What follows belongs to an exercise in optimizing a design on an open flow for small area, a short achievable clock period and few clock cycles; a production flow would make more cautious choices.
In this exercise RTL edits were held to simulation tests only and were not proved equivalent to the original.
Power and IR drop assume default switching activity.

## flow/run.sh

```bash
#!/bin/bash
# synth_recipe.tcl (not shown) runs the flow's synth.tcl, then flattens the netlist and writes it again
# the make line also repeats each setting of config.mk as NAME=value (left out here)
make -C /OpenROAD-flow-scripts/flow DESIGN_CONFIG=/design/flow/config.mk WORK_HOME=/design/flow/orfs CLKGATE_MAP_FILE= SYNTH_SCRIPT=/design/flow/synth_recipe.tcl finish
```

## flow/config.mk

```make
export PLATFORM = sky130hd
export DESIGN_NAME = engine
export DESIGN_NICKNAME = engine
export VERILOG_FILES = /design/flow/design.v
export SDC_FILE = /design/flow/constraint.sdc
export NUM_CORES = 4
export LEC_CHECK = 0
export CAP_MARGIN = 20
export CORE_MARGIN = 2
export CORE_UTILIZATION = 40
export SLEW_MARGIN = 20
```

## flow/constraint.sdc

```tcl
create_clock -name core_clock -period 11.0 [get_ports {clk}]
set_input_delay 2.2000 -clock core_clock [delete_from_list [all_inputs] [get_ports {clk}]]
set_output_delay 2.2000 -clock core_clock [all_outputs]
set_load 0.01 [all_outputs]
```

## flow/design.v

```verilog
`timescale 1 ns / 1 ps
module generic_register_chain #(
   parameter                  DATA_WIDTH     = 32,
   parameter                  CHAIN_LENGTH   = 1
) (
   input                      clk,
   input                      rst,
   input    [DATA_WIDTH-1:0]  data_in,
   output   [DATA_WIDTH-1:0]  data_out
);
   wire  [DATA_WIDTH-1:0]     chain [0:CHAIN_LENGTH];
   assign chain[CHAIN_LENGTH] = data_in;
   genvar i;
   generate
      for (i = CHAIN_LENGTH-1; i >= 0; i = i - 1) begin : REGS
         generic_register #(
            .DATA_WIDTH       (DATA_WIDTH)
         ) REG_I (
            .clk              (clk),
            .rst              (rst),
            .data_in          (chain[i+1]),
            .data_out         (chain[i])
         );
      end
   endgenerate
   assign data_out = chain[0];
endmodule
module generic_register #(
   parameter                  DATA_WIDTH     = 32
) (
   input                      clk,
   input                      rst,
   input    [DATA_WIDTH-1:0]  data_in,
   output   [DATA_WIDTH-1:0]  data_out
);
   reg   [DATA_WIDTH-1:0]     data_s;
   always @(posedge clk)
   begin
      if (rst == 1'd1)
         data_s <= {DATA_WIDTH{1'b0}};
      else
         data_s <= data_in;
   end
   assign data_out = data_s;
endmodule
`timescale 1 ns / 1 ps
module generic_fifo #(
   parameter                  DATA_WIDTH  = 8,
   parameter                  DATA_DEPTH  = 32,
   parameter                  AFULL_POS   = 24
) (
   input                      clk,
   input                      rst,
   output                     afull_out,
   input                      write_en_in,
   input    [DATA_WIDTH-1:0]  data_in,
   output                     empty_out,
   input                      read_en_in,
   output   [DATA_WIDTH-1:0]  data_out
);
   localparam                 PW = $clog2(DATA_DEPTH);
   reg   [DATA_WIDTH-1:0]     memory_s [0:DATA_DEPTH-1];
   reg   [PW-1:0]             push_pointer_s;
   reg   [PW-1:0]             pop_pointer_s;
   wire                       empty_s;
   wire                       afull_s;
   always @(posedge clk)
   begin
      if (rst == 1'd1) begin
         push_pointer_s <= {PW{1'b0}};
      end else if (write_en_in == 1'd1) begin
         memory_s[push_pointer_s] <= data_in;
         if (push_pointer_s >= DATA_DEPTH-1)
            push_pointer_s <= {PW{1'b0}};
         else
            push_pointer_s <= push_pointer_s + 1'd1;
      end
   end
   always @(posedge clk)
   begin
      if (rst == 1'd1) begin
         pop_pointer_s <= {PW{1'b0}};
      end else if (read_en_in == 1'd1 && empty_s == 1'd0) begin
         if (pop_pointer_s >= DATA_DEPTH-1)
            pop_pointer_s <= {PW{1'b0}};
         else
            pop_pointer_s <= pop_pointer_s + 1'd1;
      end
   end
   assign empty_s = (push_pointer_s == pop_pointer_s);
   assign afull_s = ((push_pointer_s > pop_pointer_s) &&
                     ({1'b0, push_pointer_s} - {1'b0, pop_pointer_s} > AFULL_POS)) ||
                    ((push_pointer_s < pop_pointer_s) &&
                     (DATA_DEPTH - 1 - pop_pointer_s + push_pointer_s > AFULL_POS));
   assign empty_out  = empty_s;
   assign afull_out  = afull_s;
   assign data_out   = memory_s[pop_pointer_s];
endmodule
`timescale 1 ns / 1 ps
module fifo_64x512 (
   input                      clk,
   input                      rst,
   input    [63:0]            din,
   input                      wr_en,
   input                      rd_en,
   output   [63:0]            dout,
   output                     full,
   output                     empty,
   output                     prog_full
);
   localparam                 DEPTH       = 8;
   localparam                 PROG_FULL   = 6;
   reg   [63:0]               memory_s [0:DEPTH-1];
   reg   [2:0]                push_pointer_s;
   reg   [2:0]                pop_pointer_s;
   reg   [3:0]                count_s;
   wire                       push_s = wr_en && !full;
   wire                       pop_s  = rd_en && !empty;
   always @(posedge clk)
   begin
      if (push_s)
         memory_s[push_pointer_s] <= din;
   end
   always @(posedge clk)
   begin
      if (rst == 1'd1) begin
         push_pointer_s <= 3'd0;
         pop_pointer_s  <= 3'd0;
         count_s        <= 4'd0;
      end else begin
         if (push_s)
            push_pointer_s <= push_pointer_s + 3'd1;
         if (pop_s)
            pop_pointer_s  <= pop_pointer_s + 3'd1;
         count_s <= count_s + {3'd0, push_s} - {3'd0, pop_s};
      end
   end
   assign dout       = memory_s[pop_pointer_s];
   assign full       = (count_s == DEPTH);
   assign empty      = (count_s == 4'd0);
   assign prog_full  = (count_s >= PROG_FULL);
endmodule
`timescale 1 ns / 1 ps
module mul_48 (
   input                      clk,
   input    [47:0]            a,
   input    [47:0]            b,
   output   [47:0]            p
);
   reg   [47:0]               p_s;
   always @(posedge clk)
   begin
      p_s <= a * b;
   end
   assign p = p_s;
endmodule
`timescale 1 ns / 1 ps
module generic_counter (
   input                      clk,
   input                      rst,
   output                     done,
   input    [63:0]            start_in,
   input    [63:0]            end_in,
   input    [63:0]            step_in,
   input                      read_in,
   output   [63:0]            count_out
);
   reg   [63:0]               counter_s;
   always @(posedge clk)
   begin
      if (rst == 1'd1)
         counter_s <= start_in;
      else if (read_in == 1'd1)
         counter_s <= counter_s + step_in;
   end
   assign count_out = counter_s;
   assign done = counter_s >= end_in;
endmodule
`timescale 1 ns / 1 ps
module outstanding_requests (
   input                      clk,
   input                      rst,
   output                     done,
   input                      rq_vld_in,
   input                      rs_vld_in
);
   reg   [63:0]               rq_count_s;
   reg   [63:0]               rs_count_s;
   always @(posedge clk)
   begin
      if (rst == 1)              rq_count_s <= 64'd0;
      else if (rq_vld_in == 1)   rq_count_s <= rq_count_s + 64'd1;
      if (rst == 1)              rs_count_s <= 64'd0;
      else if (rs_vld_in == 1)   rs_count_s <= rs_count_s + 64'd1;
   end
   assign done = (rq_count_s == rs_count_s);
endmodule
`timescale 1 ns / 1 ps
module hash_function (
   input                      clk,
   input                      rst,
   input                      valid_in,
   input    [63:0]            data_in,
   output                     valid_out,
   output   [63:0]            data_out
);
   wire  [47:0]               prime_0_s = 48'h00001E698F65;
   wire  [47:0]               prime_1_s = 48'h000024820C8D;
   wire  [47:0]               data_in_0_s;
   wire  [47:0]               data_in_1_s;
   wire  [47:0]               mul_0_s;
   wire  [47:0]               mul_1_s;
   wire  [47:0]               add_s;
   reg                        valid_out_s;
   assign data_in_0_s = {16'd0, data_in[63:32]};
   assign data_in_1_s = {16'd0, data_in[31:0]};
   mul_48 MUL_0 (
      .clk                    (clk),
      .a                      (prime_0_s),
      .b                      (data_in_0_s),
      .p                      (mul_0_s)
   );
   mul_48 MUL_1 (
      .clk                    (clk),
      .a                      (prime_1_s),
      .b                      (data_in_1_s),
      .p                      (mul_1_s)
   );
   assign add_s = mul_0_s + mul_1_s;
   always @(posedge clk)
   begin
      if (rst == 1'd1) begin
         valid_out_s <= 1'd0;
      end else begin
         valid_out_s <= valid_in;
      end
   end
   assign valid_out  = valid_out_s;
   assign data_out   = {33'd0, add_s[30:0]};
endmodule
`timescale 1 ns / 1 ps
module sync_2_fifo (
   input                      clk,
   input                      rst,
   output   [1:0]             afull_out,
   input    [1:0]             write_en_in,
   input    [63:0]            data_1_in,
   input    [63:0]            data_0_in,
   output                     empty_out,
   input                      read_en_in,
   output   [63:0]            data_1_out,
   output   [63:0]            data_0_out
);
   wire  [1:0]                fifo_empty_s;
   fifo_64x512 FIFO_0 (
      .clk                    (clk),
      .rst                    (rst),
      .din                    (data_0_in),
      .wr_en                  (write_en_in[0]),
      .rd_en                  (read_en_in),
      .dout                   (data_0_out),
      .full                   (),
      .empty                  (fifo_empty_s[0]),
      .prog_full              (afull_out[0])
   );
   fifo_64x512 FIFO_1 (
      .clk                    (clk),
      .rst                    (rst),
      .din                    (data_1_in),
      .wr_en                  (write_en_in[1]),
      .rd_en                  (read_en_in),
      .dout                   (data_1_out),
      .full                   (),
      .empty                  (fifo_empty_s[1]),
      .prog_full              (afull_out[1])
   );
   assign empty_out = (fifo_empty_s != 2'd0);
endmodule
`timescale 1 ns / 1 ps
module sync_3_fifo (
   input                      clk,
   input                      rst,
   output   [2:0]             afull_out,
   input    [2:0]             write_en_in,
   input    [63:0]            data_2_in,
   input    [63:0]            data_1_in,
   input    [63:0]            data_0_in,
   output                     empty_out,
   input                      read_en_in,
   output   [63:0]            data_2_out,
   output   [63:0]            data_1_out,
   output   [63:0]            data_0_out
);
   wire  [2:0]                fifo_empty_s;
   fifo_64x512 FIFO_0 (
      .clk                    (clk),
      .rst                    (rst),
      .din                    (data_0_in),
      .wr_en                  (write_en_in[0]),
      .rd_en                  (read_en_in),
      .dout                   (data_0_out),
      .full                   (),
      .empty                  (fifo_empty_s[0]),
      .prog_full              (afull_out[0])
   );
   fifo_64x512 FIFO_1 (
      .clk                    (clk),
      .rst                    (rst),
      .din                    (data_1_in),
      .wr_en                  (write_en_in[1]),
      .rd_en                  (read_en_in),
      .dout                   (data_1_out),
      .full                   (),
      .empty                  (fifo_empty_s[1]),
      .prog_full              (afull_out[1])
   );
   fifo_64x512 FIFO_2 (
      .clk                    (clk),
      .rst                    (rst),
      .din                    (data_2_in),
      .wr_en                  (write_en_in[2]),
      .rd_en                  (read_en_in),
      .dout                   (data_2_out),
      .full                   (),
      .empty                  (fifo_empty_s[2]),
      .prog_full              (afull_out[2])
   );
   assign empty_out = (fifo_empty_s != 3'd0);
endmodule
`timescale 1 ns / 1 ps
module stream_rows (
   input                clk,
   input                rst,
   output               done,
   input    [63:0]      num_rows_in,
   input    [63:0]      rows_size_in,   
   input    [63:0]      row_start_in,   
   input    [63:0]      row_skip_in,    
   output               output_empty_out,
   input                output_read_en_in,
   output   [63:0]      output_value_out,
   input                row_rq_stall_in,
   output               row_rq_vld_out,
   output   [47:0]      row_rq_vadr_out,
   output               row_rs_stall_out,
   input                row_rs_vld_in,
   input    [63:0]      row_rs_data_in
);
   wire                       curr_row_done_s;
   reg   [7:0]                curr_row_done_hold_s;
   wire                       curr_row_read_en_s;
   wire  [63:0]               curr_row_data_out_s;
   wire                       req_fifo_afull_s;
   wire                       req_fifo_empty_s;
   wire  [47:0]               row_base_address_s;
   wire                       mem_rq_vld_s;
   wire  [47:0]               mem_rq_addr_s;
   wire                       mem_rq_out_done_s;
   wire                       row_fifo_empty_s;
   generic_counter CURR_ROW (
      .clk                    (clk),
      .rst                    (rst),
      .done                   (curr_row_done_s),
      .start_in               (row_start_in),
      .end_in                 (num_rows_in),
      .step_in                (row_skip_in),
      .read_in                (curr_row_read_en_s),
      .count_out              (curr_row_data_out_s)
   );
   assign curr_row_read_en_s = !rst && !req_fifo_afull_s && !curr_row_done_s;
   always @(posedge clk)
   begin
      curr_row_done_hold_s <= {curr_row_done_hold_s[6:0], curr_row_done_s};
   end
   wire                       curr_row_read_en_reg;
   wire  [47:0]               curr_row_data_out_reg;
   wire  [47:0]               curr_row_size_out_reg;
   generic_register_chain #(
      .DATA_WIDTH             (1),
      .CHAIN_LENGTH           (6)
   ) RE_CHAIN (
      .clk                    (clk),
      .rst                    (rst),
      .data_in                (curr_row_read_en_s),
      .data_out               (curr_row_read_en_reg)
   );
   generic_register_chain #(
      .DATA_WIDTH             (48),
      .CHAIN_LENGTH           (5)
   ) DATA_CHAIN (
      .clk                    (clk),
      .rst                    (rst),
      .data_in                (curr_row_data_out_s[47:0]),
      .data_out               (curr_row_data_out_reg)
   );
   mul_48 ROW_BASE (
      .clk                    (clk),
      .a                      (curr_row_data_out_reg),
      .b                      (rows_size_in[47:0]),
      .p                      (row_base_address_s)
   );
   generic_fifo #(
      .DATA_WIDTH             (48),
      .DATA_DEPTH             (32),
      .AFULL_POS              (12)
   ) REQ_FIFO (
      .clk                    (clk),
      .rst                    (rst),
      .afull_out              (req_fifo_afull_s),
      .write_en_in            (curr_row_read_en_reg),
      .data_in                ({3'd0, row_base_address_s[47:3]}),
      .empty_out              (req_fifo_empty_s),
      .read_en_in             (mem_rq_vld_s),
      .data_out               (mem_rq_addr_s)
   );
   assign mem_rq_vld_s = !req_fifo_empty_s && !row_rq_stall_in;
   outstanding_requests MEM_RQ_OUT (
      .clk                    (clk),
      .rst                    (rst),
      .done                   (mem_rq_out_done_s),
      .rq_vld_in              (mem_rq_vld_s),
      .rs_vld_in              (row_rs_vld_in)
   );
   assign row_rq_vld_out      = mem_rq_vld_s;
   assign row_rq_vadr_out     = mem_rq_addr_s;
   generic_fifo #(
      .DATA_WIDTH             (64),
      .DATA_DEPTH             (32),
      .AFULL_POS              (24)
   ) ROW_FIFO (
      .clk                    (clk),
      .rst                    (rst),
      .afull_out              (row_rs_stall_out),
      .write_en_in            (row_rs_vld_in),
      .data_in                (row_rs_data_in),
      .empty_out              (row_fifo_empty_s),
      .read_en_in             (output_read_en_in),
      .data_out               (output_value_out)
   );
   assign output_empty_out = row_fifo_empty_s;
   assign done = (curr_row_done_hold_s == 8'hFF) && req_fifo_empty_s && 
                  mem_rq_out_done_s && row_fifo_empty_s;
endmodule
`timescale 1 ns / 1 ps
module hash_phase (
   input                      clk,
   input                      rst,
   output                     done,
   input    [63:0]            hash_mask_in,
   output                     afull_out,
   input                      write_en_in,
   input    [63:0]            value_in,
   output                     empty_out,
   input                      read_en_in,
   output   [63:0]            value_out,
   output   [63:0]            hash_out
);
   wire                       function_valid_out_s;
   wire  [63:0]               function_data_out_s;
   hash_function FUNCTION (
      .clk                    (clk),
      .rst                    (rst),
      .valid_in               (write_en_in),
      .data_in                ({32'd0, value_in[63:32]}),
      .valid_out              (function_valid_out_s),
      .data_out               (function_data_out_s)
   );
   wire  [1:0]                fifo_afull_s;
   wire                       fifo_empty_s;
   wire  [63:0]               hash_fifo_data_out_s;
   sync_2_fifo FIFO ( 
      .clk                    (clk),
      .rst                    (rst),
      .afull_out              (fifo_afull_s),
      .write_en_in            ({write_en_in, function_valid_out_s}),
      .data_1_in              (value_in),
      .data_0_in              (function_data_out_s),
      .empty_out              (fifo_empty_s),
      .read_en_in             (read_en_in),
      .data_1_out             (value_out),
      .data_0_out             (hash_fifo_data_out_s)
   );
   assign hash_out   = hash_fifo_data_out_s & hash_mask_in;
   assign afull_out  = (fifo_afull_s != 2'd0);
   assign empty_out  = fifo_empty_s;
   assign done       = fifo_empty_s && !function_valid_out_s;
endmodule
`timescale 1 ns / 1 ps
module filter_rows (
   input                clk,
   input                rst,
   output               done,
   input    [63:0]      num_rows_in,
   input    [63:0]      row_start_in,
   input    [63:0]      row_skip_in,
   input    [63:0]      rows_size_in,         
   input    [63:0]      hash_mask_in,
   output               output_empty_out,
   input                output_read_en_in,
   output   [63:0]      output_value_out,
   output   [63:0]      output_hash_out,
   input                row_rq_stall_in,
   output               row_rq_vld_out,
   output   [47:0]      row_rq_vadr_out,
   output               row_rs_stall_out,
   input                row_rs_vld_in,
   input    [63:0]      row_rs_data_in
);
   wire                          rows_done_s;
   wire                          rows_output_empty_s;
   wire  [63:0]                  rows_output_value_s;
   wire                          rows_read_en_s;
   wire                          hash_done_s;
   wire                          hash_afull_s;
   stream_rows ROWS_0 (
      .clk                       (clk),
      .rst                       (rst),
      .done                      (rows_done_s),
      .num_rows_in               (num_rows_in),
      .rows_size_in              (rows_size_in),             
      .row_start_in              (row_start_in),
      .row_skip_in               (row_skip_in),
      .output_empty_out          (rows_output_empty_s),
      .output_read_en_in         (rows_read_en_s),
      .output_value_out          (rows_output_value_s), 
      .row_rq_stall_in           (row_rq_stall_in),
      .row_rq_vld_out            (row_rq_vld_out),
      .row_rq_vadr_out           (row_rq_vadr_out),
      .row_rs_stall_out          (row_rs_stall_out),
      .row_rs_vld_in             (row_rs_vld_in),
      .row_rs_data_in            (row_rs_data_in)
   );
   assign rows_read_en_s = !hash_afull_s && !rows_output_empty_s;
   hash_phase HASH (
      .clk                       (clk),
      .rst                       (rst),
      .done                      (hash_done_s),
      .hash_mask_in              (hash_mask_in),
      .afull_out                 (hash_afull_s),
      .write_en_in               (rows_read_en_s),
      .value_in                  (rows_output_value_s),
      .empty_out                 (output_empty_out),
      .read_en_in                (output_read_en_in),
      .value_out                 (output_value_out),
      .hash_out                  (output_hash_out)
   );
   assign done = rows_done_s && hash_done_s;
endmodule
`timescale 1 ns / 1 ps
module search_list (
   input                      clk,
   input                      rst,
   output                     done,
   input                      new_job_empty_in,
   output                     new_job_read_en_out,
   input    [63:0]            new_job_value_in,
   input    [63:0]            new_job_pointer_in,
   input                      ll_rq_0_afull_in,
   output                     ll_rq_0_vld_out,
   output   [47:0]            ll_rq_0_address_out,
   output                     ll_rs_0_afull_out,
   input                      ll_rs_0_write_en_in,
   input    [63:0]            ll_rs_0_data_in,
   input                      ll_rq_1_afull_in,
   output                     ll_rq_1_vld_out,
   output   [47:0]            ll_rq_1_address_out,
   output                     ll_rs_1_afull_out,
   input                      ll_rs_1_write_en_in,
   input    [63:0]            ll_rs_1_data_in,
   output                     output_empty_out,
   input                      output_read_en_in,
   output   [63:0]            output_dim_table_out,
   output   [63:0]            output_fact_table_out
);
   localparam  LL_IDLE        = 3'd0,
               LL_READ_OLD    = 3'd1,
               LL_READ_NEW    = 3'd2;
   reg   [2:0]                ll_rq_curr_state;
   reg   [2:0]                ll_rq_next_state;
   wire                       new_job_valid_s;
   wire                       new_job_ready_s;
   wire                       ll_rq_read_en_s;
   wire  [47:0]               ll_rq_address_s;
   wire  [63:0]               ll_rq_value_s;
   wire                       rq_0_out_done_s;
   wire                       rq_1_out_done_s;
   wire  [2:0]                out_jobs_afull_s;
   wire                       out_jobs_empty_s;
   wire                       out_jobs_read_en_s;
   wire  [63:0]               out_jobs_dim_value_s;
   wire  [63:0]               out_jobs_ptr_s;
   wire  [63:0]               out_jobs_fact_value_s;
   wire                       decide_match_s;
   wire                       decide_last_element_s;
   wire  [1:0]                rec_jobs_afull_s;
   wire                       rec_jobs_write_en_s;
   wire                       rec_jobs_empty_s;
   wire  [63:0]               rec_jobs_value_s;
   wire  [63:0]               rec_jobs_ptr_s;
   wire                       rec_jobs_read_en_s;
   wire  [1:0]                match_jobs_afull_s;
   wire                       match_jobs_write_en_s;
   wire                       match_jobs_empty_s;
   wire                       done_s;
   reg   [3:0]                done_hold_s;
   assign new_job_valid_s     = (new_job_pointer_in != 64'hFFFF_FFFF_FFFF_FFFF);
   assign new_job_ready_s     = !new_job_empty_in && new_job_valid_s;
   assign new_job_read_en_out = (!new_job_empty_in && !new_job_valid_s) || (ll_rq_next_state == LL_READ_NEW);
   always @(posedge clk)
   begin
      if (rst == 1'd1)  ll_rq_curr_state <= LL_IDLE;
      else              ll_rq_curr_state <= ll_rq_next_state;
   end
   always @*
   begin
      if (ll_rq_0_afull_in || ll_rq_1_afull_in || out_jobs_afull_s[2])
         ll_rq_next_state <= LL_IDLE;
      else if  (!rec_jobs_empty_s)
         ll_rq_next_state <= LL_READ_OLD;
      else if  (new_job_ready_s)
         ll_rq_next_state <= LL_READ_NEW;
      else
         ll_rq_next_state <= LL_IDLE;
   end
   assign ll_rq_read_en_s  = (ll_rq_next_state != LL_IDLE);
   assign ll_rq_address_s  = (ll_rq_next_state == LL_READ_OLD)? rec_jobs_ptr_s[47:0] : new_job_pointer_in[47:0];
   assign ll_rq_value_s    = (ll_rq_next_state == LL_READ_OLD)? rec_jobs_value_s     : new_job_value_in;
   assign ll_rq_0_vld_out     = ll_rq_read_en_s;
   assign ll_rq_0_address_out = ll_rq_address_s * 'd2;
   outstanding_requests RQ_0_OUT (
      .clk                    (clk),
      .rst                    (rst),
      .done                   (rq_0_out_done_s),
      .rq_vld_in              (ll_rq_read_en_s),
      .rs_vld_in              (ll_rs_0_write_en_in)
   );
   assign ll_rq_1_vld_out     = ll_rq_read_en_s;
   assign ll_rq_1_address_out = (ll_rq_address_s * 'd2) + 48'd1;
   outstanding_requests RQ_1_OUT (
      .clk                    (clk),
      .rst                    (rst),
      .done                   (rq_1_out_done_s),
      .rq_vld_in              (ll_rq_read_en_s),
      .rs_vld_in              (ll_rs_1_write_en_in)
   );
   sync_3_fifo OUT_JOBS (
      .clk                    (clk),
      .rst                    (rst),
      .afull_out              (out_jobs_afull_s),
      .write_en_in            ({ll_rq_read_en_s, ll_rs_1_write_en_in, ll_rs_0_write_en_in}),
      .data_2_in              (ll_rq_value_s),
      .data_1_in              (ll_rs_1_data_in),
      .data_0_in              (ll_rs_0_data_in),
      .empty_out              (out_jobs_empty_s),
      .read_en_in             (out_jobs_read_en_s),
      .data_2_out             (out_jobs_fact_value_s),
      .data_1_out             (out_jobs_ptr_s),
      .data_0_out             (out_jobs_dim_value_s)
   );
   assign ll_rs_0_afull_out      = out_jobs_afull_s[0];
   assign ll_rs_1_afull_out      = out_jobs_afull_s[1];
   assign decide_match_s         = (out_jobs_dim_value_s[63:32] == out_jobs_fact_value_s[63:32]);
   assign decide_last_element_s  = (out_jobs_ptr_s == 64'hffff_ffff_ffff_ffff);
   assign out_jobs_read_en_s  = !out_jobs_empty_s && (rec_jobs_afull_s == 2'd0) &&
                                (match_jobs_afull_s == 2'd0);
   assign rec_jobs_write_en_s = out_jobs_read_en_s &&  
                                !decide_last_element_s;
   assign rec_jobs_read_en_s  = (ll_rq_next_state == LL_READ_OLD);
   sync_2_fifo REC_JOBS (
      .clk                    (clk),
      .rst                    (rst),
      .afull_out              (rec_jobs_afull_s),
      .write_en_in            ({rec_jobs_write_en_s, rec_jobs_write_en_s}),
      .data_1_in              (out_jobs_fact_value_s),
      .data_0_in              (out_jobs_ptr_s),
      .empty_out              (rec_jobs_empty_s),
      .read_en_in             (rec_jobs_read_en_s),
      .data_1_out             (rec_jobs_value_s),
      .data_0_out             (rec_jobs_ptr_s)
   );
   assign match_jobs_write_en_s = out_jobs_read_en_s && decide_match_s;
   sync_2_fifo MATCH_JOBS (
      .clk                    (clk),
      .rst                    (rst),
      .afull_out              (match_jobs_afull_s),
      .write_en_in            ({match_jobs_write_en_s, match_jobs_write_en_s}),
      .data_1_in              (out_jobs_dim_value_s),
      .data_0_in              (out_jobs_fact_value_s),
      .empty_out              (match_jobs_empty_s),
      .read_en_in             (output_read_en_in),
      .data_1_out             (output_dim_table_out),
      .data_0_out             (output_fact_table_out)
   );
   assign output_empty_out = match_jobs_empty_s;
   assign done_s = new_job_empty_in && rq_0_out_done_s      && rq_1_out_done_s &&
                   out_jobs_empty_s && match_jobs_empty_s && rec_jobs_empty_s;
   always @(posedge clk)
   begin
      done_hold_s <= {done_hold_s[2:0], done_s};
   end
   assign done = (done_hold_s == 4'hF);
endmodule
`timescale 1ns / 1ps
module probe_phase (
   input                      clk,
   input                      rst,
   output                     done,
   output                     row_afull_out,
   input                      row_write_en_in,
   input [63:0]               row_value_in,
   input [63:0]               row_hash_value_in,
   input                      ht_rq_afull_in,
   output                     ht_rq_vld_out,
   output   [47:0]            ht_rq_address_out,
   output                     ht_rs_afull_out,
   input                      ht_rs_write_en_in,
   input    [63:0]            ht_rs_data_in,
   input                      ll_rq_0_afull_in,
   output                     ll_rq_0_vld_out,
   output   [47:0]            ll_rq_0_address_out,
   output                     ll_rs_0_afull_out,
   input                      ll_rs_0_write_en_in,
   input    [63:0]            ll_rs_0_data_in,
   input                      ll_rq_1_afull_in,
   output                     ll_rq_1_vld_out,
   output   [47:0]            ll_rq_1_address_out,
   output                     ll_rs_1_afull_out,
   input                      ll_rs_1_write_en_in,
   input    [63:0]            ll_rs_1_data_in,
   output                     output_empty_out,
   input                      output_read_en_in,
   output   [63:0]            output_dim_table_out,
   output   [63:0]            output_fact_table_out
);
   wire  [1:0]                row_fifo_afull_s;
   wire                       row_fifo_empty_s;
   wire                       row_fifo_read_en_s;
   wire  [63:0]               row_fifo_value_s;
   wire  [63:0]               row_fifo_hash_value_s;
   wire  [1:0]                new_job_afull_s;
   wire                       new_job_empty_s;
   wire  [63:0]               new_job_row_value_s;
   wire  [63:0]               new_job_row_ptr_s;
   wire                       search_new_job_read_en_s;
   wire                       search_done_s;
   sync_2_fifo ROW_FIFO (
      .clk                    (clk),
      .rst                    (rst),
      .afull_out              (row_fifo_afull_s),
      .write_en_in            ({row_write_en_in, row_write_en_in}),
      .data_1_in              (row_value_in),
      .data_0_in              (row_hash_value_in),
      .empty_out              (row_fifo_empty_s),
      .read_en_in             (row_fifo_read_en_s),
      .data_1_out             (row_fifo_value_s),
      .data_0_out             (row_fifo_hash_value_s)
   );
   assign row_afull_out = (row_fifo_afull_s != 2'd0);
   assign row_fifo_read_en_s  = !row_fifo_empty_s && !ht_rq_afull_in && !new_job_afull_s[1];
   assign ht_rq_vld_out       = row_fifo_read_en_s;
   assign ht_rq_address_out   = row_fifo_hash_value_s[47:0];
   sync_2_fifo NEW_JOBS (
      .clk                    (clk),
      .rst                    (rst),
      .afull_out              (new_job_afull_s),
      .write_en_in            ({row_fifo_read_en_s,  ht_rs_write_en_in}),
      .data_1_in              (row_fifo_value_s),
      .data_0_in              (ht_rs_data_in),
      .empty_out              (new_job_empty_s),
      .read_en_in             (search_new_job_read_en_s),
      .data_1_out             (new_job_row_value_s),
      .data_0_out             (new_job_row_ptr_s)
   );
   assign ht_rs_afull_out  = new_job_afull_s[0];
   wire                       new_job_rq_out_done_s;
   outstanding_requests NEW_JOB_RQ_OUT (
      .clk                    (clk),
      .rst                    (rst),
      .done                   (new_job_rq_out_done_s),
      .rq_vld_in              (row_fifo_read_en_s),
      .rs_vld_in              (ht_rs_write_en_in)
   );
   search_list SEARCH (
      .clk                    (clk),
      .rst                    (rst),
      .done                   (search_done_s),
      .new_job_empty_in       (new_job_empty_s),
      .new_job_read_en_out    (search_new_job_read_en_s),
      .new_job_value_in       (new_job_row_value_s),
      .new_job_pointer_in     (new_job_row_ptr_s),
      .ll_rq_0_afull_in       (ll_rq_0_afull_in),
      .ll_rq_0_vld_out        (ll_rq_0_vld_out),
      .ll_rq_0_address_out    (ll_rq_0_address_out),
      .ll_rs_0_afull_out      (ll_rs_0_afull_out),
      .ll_rs_0_write_en_in    (ll_rs_0_write_en_in),
      .ll_rs_0_data_in        (ll_rs_0_data_in),
      .ll_rq_1_afull_in       (ll_rq_1_afull_in),
      .ll_rq_1_vld_out        (ll_rq_1_vld_out),
      .ll_rq_1_address_out    (ll_rq_1_address_out),
      .ll_rs_1_afull_out      (ll_rs_1_afull_out),
      .ll_rs_1_write_en_in    (ll_rs_1_write_en_in),
      .ll_rs_1_data_in        (ll_rs_1_data_in),
      .output_empty_out       (output_empty_out),
      .output_read_en_in      (output_read_en_in),
      .output_dim_table_out   (output_dim_table_out),
      .output_fact_table_out  (output_fact_table_out)
   );
   assign done = row_fifo_empty_s && new_job_empty_s && new_job_rq_out_done_s && search_done_s;
endmodule
`timescale 1 ns / 1 ps
module engine (
   input                      clk,
   input                      rst,
   output                     done,
   input    [63:0]            num_rows_in,
   input    [63:0]            row_start_in,
   input    [63:0]            row_skip_in,
   input    [63:0]            rows_size_in,            
   input    [63:0]            hash_mask_in,
   input                      row_rq_stall_in,
   output                     row_rq_vld_out,
   output   [47:0]            row_rq_vadr_out,
   output                     row_rs_stall_out,
   input                      row_rs_vld_in,
   input    [63:0]            row_rs_data_in,
   input                      ht_rq_afull_in,
   output                     ht_rq_vld_out,
   output   [47:0]            ht_rq_address_out,
   output                     ht_rs_afull_out,
   input                      ht_rs_write_en_in,
   input    [63:0]            ht_rs_data_in,
   input                      ll_rq_0_afull_in,
   output                     ll_rq_0_vld_out,
   output   [47:0]            ll_rq_0_address_out,
   output                     ll_rs_0_afull_out,
   input                      ll_rs_0_write_en_in,
   input    [63:0]            ll_rs_0_data_in,
   input                      ll_rq_1_afull_in,
   output                     ll_rq_1_vld_out,
   output   [47:0]            ll_rq_1_address_out,
   output                     ll_rs_1_afull_out,
   input                      ll_rs_1_write_en_in,
   input    [63:0]            ll_rs_1_data_in,
   output                     output_empty_out,
   input                      output_read_en_in,
   output   [63:0]            output_dim_table_out,
   output   [63:0]            output_fact_table_out
);
   wire                       stream_done_s;
   wire                       stream_empty_s;
   wire                       stream_read_en_s;
   wire  [63:0]               stream_value_s;
   wire  [63:0]               stream_hash_s;
   wire  [47:0]               stream_rq_vadr_s;
   wire                       probe_phase_done_s;
   wire                       probe_phase_afull_s;
   wire  [47:0]               probe_phase_ht_rq_addr_s;
   wire  [47:0]               probe_phase_ll_rq_addr_s;
   wire                       probe_phase_output_empty_s;
   wire                       probe_phase_output_read_en_s;
   wire  [63:0]               probe_phase_output_dim_table_s;
   wire  [63:0]               probe_phase_output_fact_table_s;
   filter_rows STREAM (
      .clk                    (clk),
      .rst                    (rst),
      .done                   (stream_done_s),
      .num_rows_in            (num_rows_in),
      .row_start_in           (row_start_in),
      .row_skip_in            (row_skip_in),
      .rows_size_in           (rows_size_in),
      .hash_mask_in           (hash_mask_in),
      .output_empty_out       (stream_empty_s),
      .output_read_en_in      (stream_read_en_s),
      .output_value_out       (stream_value_s),
      .output_hash_out        (stream_hash_s),
      .row_rq_stall_in        (row_rq_stall_in),
      .row_rq_vld_out         (row_rq_vld_out),
      .row_rq_vadr_out        (row_rq_vadr_out),
      .row_rs_stall_out       (row_rs_stall_out),
      .row_rs_vld_in          (row_rs_vld_in),
      .row_rs_data_in         (row_rs_data_in)
   );
   assign stream_read_en_s = !stream_empty_s && !probe_phase_afull_s;
   probe_phase PROBE_PHASE (
      .clk                    (clk),
      .rst                    (rst),
      .done                   (probe_phase_done_s),
      .row_afull_out          (probe_phase_afull_s),
      .row_write_en_in        (stream_read_en_s),
      .row_value_in           (stream_value_s),
      .row_hash_value_in      (stream_hash_s),
      .ht_rq_afull_in         (ht_rq_afull_in),
      .ht_rq_vld_out          (ht_rq_vld_out),
      .ht_rq_address_out      (ht_rq_address_out),
      .ht_rs_afull_out        (ht_rs_afull_out),
      .ht_rs_write_en_in      (ht_rs_write_en_in),
      .ht_rs_data_in          (ht_rs_data_in),
      .ll_rq_0_afull_in       (ll_rq_0_afull_in),
      .ll_rq_0_vld_out        (ll_rq_0_vld_out),
      .ll_rq_0_address_out    (ll_rq_0_address_out),
      .ll_rs_0_afull_out      (ll_rs_0_afull_out),
      .ll_rs_0_write_en_in    (ll_rs_0_write_en_in),
      .ll_rs_0_data_in        (ll_rs_0_data_in),
      .ll_rq_1_afull_in       (ll_rq_1_afull_in),
      .ll_rq_1_vld_out        (ll_rq_1_vld_out),
      .ll_rq_1_address_out    (ll_rq_1_address_out),
      .ll_rs_1_afull_out      (ll_rs_1_afull_out),
      .ll_rs_1_write_en_in    (ll_rs_1_write_en_in),
      .ll_rs_1_data_in        (ll_rs_1_data_in),
      .output_empty_out       (output_empty_out),
      .output_read_en_in      (output_read_en_in),
      .output_dim_table_out   (output_dim_table_out),
      .output_fact_table_out  (output_fact_table_out)
   );
   assign done = stream_done_s && probe_phase_done_s;
endmodule
```

==> flow_summary.json <==
{
  "hold_viol": 0,
  "p_sw_share_pct": 29.8,
  "max_freq_mhz": 101,
  "ioPinCount": 917,
  "syn-instance-count": 24600,
  "grt_overflow_total": 0,
  "root_buffer": "clkbuf_16",
  "clk_pin_slew_worst_paths_ns": 0.06,
  "worstSetupStartpoint": "rows_size_in[6]",
  "die_y_um": 1060,
  "drv_cap": 0,
  "cp_data_required_time_ns": 12.08,
  "layout.nets": 28400,
  "crit_type": "in2reg",
  "leakage_uw": 0.170,
  "outcome": "finished clean",
  "crit_path_frequent_cell": "fa_1",
  "clkSinkCount": 10600,
  "path_max_fanout": 15,
  "powerDensity_mw_per_mm2": 232,
  "synth_most_common_cell": "edfxtp_1",
  "worst_r2r_path_depth": 29,
  "end_kind": "flop",
  "hold_depth": 0,
  "reg2reg_from": "STREAM.ROWS_0.DATA_CHAIN.REGS[0].REG_I.data_s[19]",
  "syn2layout_area_growth_pct": 14.7,
  "p_sw_uw": 35600,
  "clk_latency_ns": 1.28,
  "slew_headroom_pct": 19.1,
  "grt_pass1_vias": 235000,
  "synth_cell_types": 87,
  "dieArea_sq_mm": 1.13,
  "hold_slack_ns": 0.316,
  "antenna_found_initial": 178,
  "cts_tree": "built",
  "grt_start_max_net_pins": 123,
  "numCtsBuffers": 1206,
  "reg2reg_to": "STREAM.ROWS_0.ROW_BASE.p_s[47]",
  "grt_pass1_wl_um": 1680000,
  "slew_viol_final": 0,
  "worstSetupStartpointType": "primary input",
  "antenna_left": 0,
  "yosysSeqAreaShare_pct": 68.4,
  "synth_top_area_cell": "edfxtp_1",
  "rows": 389,
  "synthTopCellsByArea": "edfxtp_1 64%, mux4_2 13%, fa_1 5.0%, dfxtp_1 4.7%, ha_1 1.8%",
  "drcViolationCount": 0,
  "finalSetupViolCount": 0,
  "min_to": "STREAM.ROWS_0.curr_row_done_hold_s[7]",
  "reg_top3": "STREAM.ROWS_0.ROW_FIFO.memory_s x2048, STREAM.ROWS_0.REQ_FIFO.memory_s x1440",
  "ys_ff_latch": 10600,
  "ctsResizeCount": 0,
  "critPathArrivalTime_ns": 11.01,
  "finalSetupTns_ns": 0,
  "die_w_um": 1060,
  "gp_congestion": 0.871,
  "cts_hold_buf": 0,
  "drt_iter0_markers": 21800,
  "r2r_slack_ns": 1.75,
  "power.internal_uw": 83900,
  "synth_top_area_share_pct": 63.7,
  "ir_worst_vdd_mv": 1.02,
  "num_vias": 228000,
  "ctsHtreeMaxLevel": 7,
  "synth_common_cells": "9544 x edfxtp_1, 2518 x mux4_2, 1609 x inv_1",
  "via_per_inst": 5.46,
  "drive_above_1_share_pct": 20.7,
  "dpl.hpwl_um": 718000,
  "synth_flop_cell": "edfxtp_1",
  "layout_min_cycle_time_ns": 9.93,
  "min-delay-start": "STREAM.ROWS_0.curr_row_done_hold_s[6]",
  "fp.coreArea_sq_mm": 1.12,
  "critPathTopFamily": "adder cells",
  "tightest_slew_ns": 1.18,
  "crit_buf_inv": 7,
  "routed_wirelength_um": 1170000,
  "utilization_pct": 46.0,
  "synth_area_sq_mm": 0.450,
  "drt_first_pass_iters": 6,
  "avgRoutedWirePerCell_um": 27.9,
  "post-place-cells": 39700,
  "sequentialPowerShare_pct": 41.4,
  "cts_buffer_depth": 6,
  "crit_slowest_cell": "clkdlybuf4s50_1",
  "synth-edff-count": 9544,
  "p_comb_share_pct": 26.5,
  "synth.yosys.warnings": 13,
  "largest_reg_flops": 2048,
  "fin_crit_sh_pct": 90.3,
  "min_path_type": "reg2reg",
  "async_flop_share_pct": 0,
  "numPortBuffers": 845,
  "synth_area_per_cell_sq_um": 18.3,
  "clockPowerShare_pct": 32.1,
  "max_stage_delay_ns": 0.75,
  "rsz0062_at_grt": "false",
  "fin_cells": 41800,
  "groute.usage.overall_pct": 20.3,
  "regMostFlops": "STREAM.ROWS_0.ROW_FIFO.memory_s",
  "start_util_pct": 40.1,
  "skew_ns": 0.160,
  "cts_setup_buffers": 0
}
routing by layer:
metal | wire (um) | track usage, %
met1 | 490000 | 28.0
met2 | 566000 | 33.3
met3 | 76500 | 3.35
met4 | 35200 | 5.87
met5 | 351 | 0
power by group through the flow:
stage	logic, uW	registers [uW]	clock network [uW]
6_report	31700	49500	38300
5_1_grt	34600	49700	40700
4_1_cts	32200	49500	39100
3_5_place_dp	32000	50300	0
3_3_place_gp	31600	50200	0
2_1_floorplan	21200	49600	0
placed cells by master, fill, tap and decap left out, types with 57 or more instances in the layout:
cell type / n
a211oi_1: 120
a21o_1: 132
a21oi_1: 381
and2_1: 744
and3_1: 103
buf_4: 525
bufinv_16: 81
clkbuf_1: 211
clkbuf_16: 1237
clkdlybuf4s50_1: 839
clkinv_1: 241
clkinv_2: 172
dfxtp_1: 985
diode_2: 67
edfxtp_1: 9544
fa_1: 1113
ha_1: 644
inv_1: 1607
mux2_2: 546
mux2i_1: 178
mux4_2: 2518
nand2_1: 1064
nand2b_1: 57
nand3_1: 232
nand4_1: 214
nor2_1: 720
nor2_4: 121
nor2b_1: 428
nor3_1: 118
nor4_1: 78
o21ai_0: 219
or3_1: 96
xnor2_1: 528
xor2_1: 427
logic make-up after synthesis:
family	synth area share [%]
DFF	68.4
and+or+nand+nor	4.70
muxes	14.4
buffers and inverters	2.42
adders and majority gates	6.75
AOI/OAI and AO/OA	1.46
xor gates and xnor gates	1.87
other	0.00167
worst max-delay path by stage:
stage                                                end  slack [ns]  cells after the start
after floorplan           STREAM.ROWS_0.ROW_BASE.p_s[47]        1.04                     30
after global placement    STREAM.ROWS_0.ROW_BASE.p_s[45]        0.05                     33
after detailed placement  STREAM.ROWS_0.ROW_BASE.p_s[47]        0.04                     32
after CTS                 STREAM.ROWS_0.ROW_BASE.p_s[47]        1.25                     33
after global routing      STREAM.ROWS_0.ROW_BASE.p_s[47]        0.78                     30
final                     STREAM.ROWS_0.ROW_BASE.p_s[47]        1.07                     29
area by class of cell:
cell class	instances	area [sq um]
fillers	94700	606000
flip-flops and latches	10600	308000
multi-input cells	11200	133000
clock buffers	1490	32300
well taps	14900	18600
repair buffers	1426	13500
inverters	1613	6060
clock inverters	582	5050
diodes	67	168
metrics by stage:
stage	cell area, sq um	power [uW]	setup WS, ns
after floorplan	450000	70900	1.04
after global placement	478000	81800	0.0499
after detailed placement	478000	82300	0.0410
after CTS	516000	121000	1.25
after global routing	516000	125000	0.780
final	516000	119000	1.07
Testbench counts, summed over its fixed seeds: cycles 51,461.

[port drivers added, routing unchanged]
The flow's constraints put no driver on any port. The routed layout listed below was extracted and timed again, unchanged, in two steps.
Step 1 assumes that a clkbuf_16 drives the clock port and a buf_2 every other input.
Step 2 moves the port delays by t, midway between the first and last clock arrival at a register: inputs arrive t later, outputs are due t later. That takes back most of the time a late clock gives input paths.
Three values: no drivers, after step 1, after step 2; two values: the first two.
t, ns: 1.362
setup WS [ns]: 1.066 / 1.089 / -0.273
slew at the worst register clock pin (ns): 0.08 / 0.08
pins driven straight from the clock port: 1
With both steps, setup timing fails in this run, where it was met with ideal ports. The setup slack of this run moves by +0.023 ns with the drivers and by -1.339 ns with both steps.
